This is an optimization exercise on Yosys and OpenROAD, whose aim is small area, not a production implementation.
The RTL was checked by simulation tests, not by an equivalence proof against the original design.
Power and IR drop assume default switching activity.

## the previous run
==> flow/design.v (excerpt) <==
module spi_slave_gpio_regmap (
  input  logic       clk,
  input  logic       rst_n,
  input  logic       cs,        
  input  logic       sclk,
  input  logic       mosi,
  output logic       miso,
  input  logic [7:0] gpio_in,
  output logic [7:0] gpio_out
);
For scale: ~2700 cells after synthesis, ~2100 flip-flops, roughly 22 I/O pins, about 47000 µm² of cells after synthesis.
clock: 10.0 ns
lec_check: 0
cap_margin: 20
core_margin: 2
core_utilization: 65
place_density: 0.75
slew_margin: 20
synth_hierarchical: 1
standard.sh (not shown) runs the stock make flow with config.mk's settings and CLKGATE_MAP_FILE= SYNTH_SCRIPT=/design/flow/synth_recipe.tcl, a recipe that flattens the netlist after the stock synthesis.
==> flow/flow/run.sh <==
#!/bin/bash
# Standard layout, with clock tree synthesis told not to add dummy loads and
# the port buffers made with the smallest buffer.
set -euo pipefail
export CTS_ARGS="-sink_clustering_enable -repair_clock_nets -buf_list sky130_fd_sc_hd__clkbuf_8 -sink_clustering_size 20 -sink_clustering_max_diameter 60 -dont_use_dummy_load"
export BUFFER_PORTS_ARGS="-buffer_cell sky130_fd_sc_hd__buf_1"
bash standard.sh > standard_flow.log 2>&1
Every stage of the flow completed for the previous run, and the final layout passed the timing, DRC and antenna checks.
Edits applied to the flow inputs when going from the previous run to the current run:
==> flow/flow/run.sh <==
#!/bin/bash
# Standard layout, with clock tree synthesis told not to add dummy loads and
# the port buffers made with the smallest buffer.
set -euo pipefail
export CTS_ARGS="-sink_clustering_enable -repair_clock_nets -buf_list sky130_fd_sc_hd__clkbuf_4 -sink_clustering_buffer sky130_fd_sc_hd__clkbuf_8 -sink_clustering_size 20 -sink_clustering_max_diameter 60 -dont_use_dummy_load"
export BUFFER_PORTS_ARGS="-buffer_cell sky130_fd_sc_hd__buf_1"
bash standard.sh > standard_flow.log 2>&1
- On global-route usage, the current run tracks the previous run almost exactly.
- met3 wirelength from detailed routing went up by a few percent going from the previous run to the current run.
- Delta (the current run minus the previous run): routed wire length shows no meaningful change, cell area after layout was more or less identical.
- Compared the previous run against the current run; fraction of the core area covered by cells at the end of the flow within noise.
- Diff the previous run -> the current run | logic depth of the worst register-to-register path | increase of 4.3%

========
Another version of the RTL of spi_slave_gpio_regmap (not shown whole).
Size: roughly 2100 flip-flops, about 22 I/O pins, ~47000 µm² of cells after synthesis.
clock: 10.0 ns
lec_check: 0
cap_margin: 20
core_margin: 2
core_utilization: 65
place_density: 0.75
slew_margin: 20
synth_hierarchical: 1
==> flow/flow/run.sh <==
#!/bin/bash
# Standard layout, with clock tree synthesis told not to add dummy loads and
# the port buffers made with the smallest buffer.
set -euo pipefail
export CTS_ARGS="-sink_clustering_enable -repair_clock_nets -buf_list sky130_fd_sc_hd__clkbuf_8 -sink_clustering_buffer sky130_fd_sc_hd__clkbuf_16 -sink_clustering_size 30 -sink_clustering_max_diameter 60 -dont_use_dummy_load"
export BUFFER_PORTS_ARGS="-buffer_cell sky130_fd_sc_hd__buf_1"
bash standard.sh > standard_flow.log 2>&1
The starting point completed without violations.
Change:
==> flow/flow/run.sh (replaced) <==
#!/bin/bash
# Standard layout, with clock tree synthesis told not to add dummy loads and
# the port buffers made with the smallest buffer.
set -euo pipefail
export CTS_ARGS="-sink_clustering_enable -repair_clock_nets -buf_list sky130_fd_sc_hd__clkbuf_8 -sink_clustering_size 20 -sink_clustering_max_diameter 60 -dont_use_dummy_load"
export BUFFER_PORTS_ARGS="-buffer_cell sky130_fd_sc_hd__buf_1"
bash standard.sh > standard_flow.log 2>&1
- GPL_TIMING_DRIVEN: default -> 0
What happened: Clock skew falls by 8.7 ps. Global-route usage falls by 0.67 points. Count of clock-buffer cells in the layout rises by 30. Synthesized cell count stays the same.
Change:
==> flow/flow/run.sh (replaced) <==
#!/bin/bash
# Standard layout, with clock tree synthesis told not to add dummy loads and
# the port buffers made with the smallest buffer.
set -euo pipefail
export CTS_ARGS="-sink_clustering_enable -repair_clock_nets -buf_list sky130_fd_sc_hd__clkbuf_8 -sink_clustering_buffer sky130_fd_sc_hd__clkbuf_4 -sink_clustering_size 11 -sink_clustering_max_diameter 45 -dont_use_dummy_load"
export BUFFER_PORTS_ARGS="-buffer_cell sky130_fd_sc_hd__buf_1"
bash standard.sh > standard_flow.log 2>&1
- GPL_TIMING_DRIVEN: 0 -> default
Outcome: Sequential share of layout area came out higher by 0.38 points. Worst setup slack improved by 710 ps. Count of clock-buffer cells in the layout came out higher by 95. Core utilization came out lower by 0.31 points. Cell count came out higher by about 2.3%. Total power came out higher by about 0.65%. Synthesized area does not change.

========
== oak ==
spi_slave_gpio_regmap again, from the RTL that the note above started with.
clock: 10.0 ns
lec_check: 0
cap_margin: 20
core_margin: 2
core_utilization: 65
place_density: 0.75
slew_margin: 20
synth_hierarchical: 1
==> flow/flow/run.sh <==
#!/bin/bash
# Standard layout, with clock tree synthesis told not to add dummy loads and
# the port buffers made with the smallest buffer.
set -euo pipefail
export CTS_ARGS="-sink_clustering_enable -repair_clock_nets -buf_list sky130_fd_sc_hd__clkbuf_8 -sink_clustering_size 18 -sink_clustering_max_diameter 60 -dont_use_dummy_load"
export BUFFER_PORTS_ARGS="-buffer_cell sky130_fd_sc_hd__buf_1"
bash standard.sh > standard_flow.log 2>&1
What pine does differently from oak at the input level:
--- a/flow/flow/run.sh
+++ b/flow/flow/run.sh
@@ -5 +5 @@
-export CTS_ARGS="-sink_clustering_enable -repair_clock_nets -buf_list sky130_fd_sc_hd__clkbuf_8 -sink_clustering_size 18 -sink_clustering_max_diameter 60 -dont_use_dummy_load"
+export CTS_ARGS="-sink_clustering_enable -repair_clock_nets -buf_list sky130_fd_sc_hd__clkbuf_8 -sink_clustering_size 20 -sink_clustering_max_diameter 60 -dont_use_dummy_load"
Results
oak went all the way through synthesis, placement and routing and the layout is clean on timing, DRC and antenna. Both conditions hold for pine: the flow ran to the end and the final layout passed the timing, DRC and antenna checks. Higher peak ir drop on the vdd network among oak and pine: pine. oak → pine: cell internal power dissipation went down, routability-driven placement congestion ratio did not really move, met1 usage in global routing went up. Per the comparison of pine with oak, sequential power held steady; layout net count shrank by 0.62%; count of clock-buffer cells in the layout lost 18; overall power after layout lost about 1.7%; clock skew went up 0.020 ns. Re core utilization: oak was higher than pine. Lower setup slack was reported by pine, not oak.
#### Input delta (birch over pine)
--- a/flow/flow/run.sh
+++ b/flow/flow/run.sh
@@ -5 +5 @@
-export CTS_ARGS="-sink_clustering_enable -repair_clock_nets -buf_list sky130_fd_sc_hd__clkbuf_8 -sink_clustering_size 20 -sink_clustering_max_diameter 60 -dont_use_dummy_load"
+export CTS_ARGS="-sink_clustering_enable -repair_clock_nets -buf_list sky130_fd_sc_hd__clkbuf_4 -sink_clustering_size 10 -sink_clustering_max_diameter 40 -dont_use_dummy_load"
Results
- Relative to pine, clock latency at the later pin of the worst-skew pair has gone up in birch.
- Looking at number of global-route vias before repair, birch sits above pine.
- The total power draw of birch is higher than that of pine.
- birch ended with more end-of-flow core utilization than pine.
[inputs] maple vs birch
- swapping 65 for 75 in CORE_UTILIZATION
- swapping 0.75 for 0.85 in PLACE_DENSITY
--- a/flow/flow/run.sh
+++ b/flow/flow/run.sh
@@ -5 +5 @@
-export CTS_ARGS="-sink_clustering_enable -repair_clock_nets -buf_list sky130_fd_sc_hd__clkbuf_4 -sink_clustering_size 10 -sink_clustering_max_diameter 40 -dont_use_dummy_load"
+export CTS_ARGS="-sink_clustering_enable -repair_clock_nets -buf_list sky130_fd_sc_hd__clkbuf_8 -sink_clustering_size 20 -sink_clustering_max_diameter 60 -dont_use_dummy_load"
==> notes.md <==
- Delta (maple minus birch): first-iteration DRC count saw an increase; register-to-register slack saw a decrease; maximum frequency saw a decrease; H-tree depth reported by CTS saw a decrease; count of placed standard cells in the final layout, fillers left out saw a decrease.
- maple vs birch — global-route wire length before repair rose about 12%.
- Changes observed in maple relative to birch: length in cells of the worst reg-to-reg path roughly the same; overall fraction of global-route tracks in use increased by 7.0 points relative to the old numbers.

-- afterwards: timing with drivers on the ports --
Ports are ideal in the flow. The routed layouts listed here were re-timed in OpenROAD. Step 1, drivers: a clkbuf_16 drives clk and a buf_2 each remaining input, both assumed. Step 2 moves the port delays by t, midway between the first and last clock arrival at a register: inputs arrive t later, outputs are due t later. That takes back most of the time a late clock gives input paths. Three values: no drivers, after step 1, after step 2; two values: the first two.
| run | shift t [ns] | slack for setup (ns) | worst setup path at the end |
|---|---|---|---|
| the previous run | 0.771 | 2.890 / 2.890 / 2.890 | register to register |
| the current run | 0.992 | 2.876 / 2.876 / 2.876 | register to register |
| the first run of note 2 | 0.799 | 3.435 / 3.435 / 3.435 | register to register |
| the second run of note 2 | 0.764 | 2.875 / 2.875 / 2.875 | register to register |
| the third run of note 2 | 0.840 | 3.584 / 3.584 / 3.584 | register to register |
| oak | 0.831 | 3.586 / 3.586 / 3.586 | register to register |
| pine | 0.784 | 3.513 / 3.513 / 3.513 | register to register |
| birch | 1.075 | 3.566 / 3.566 / 3.566 | register to register |
| maple | 0.789 | 3.058 / 3.058 / 3.058 | register to register |
After both steps setup and hold are still met in every run listed.
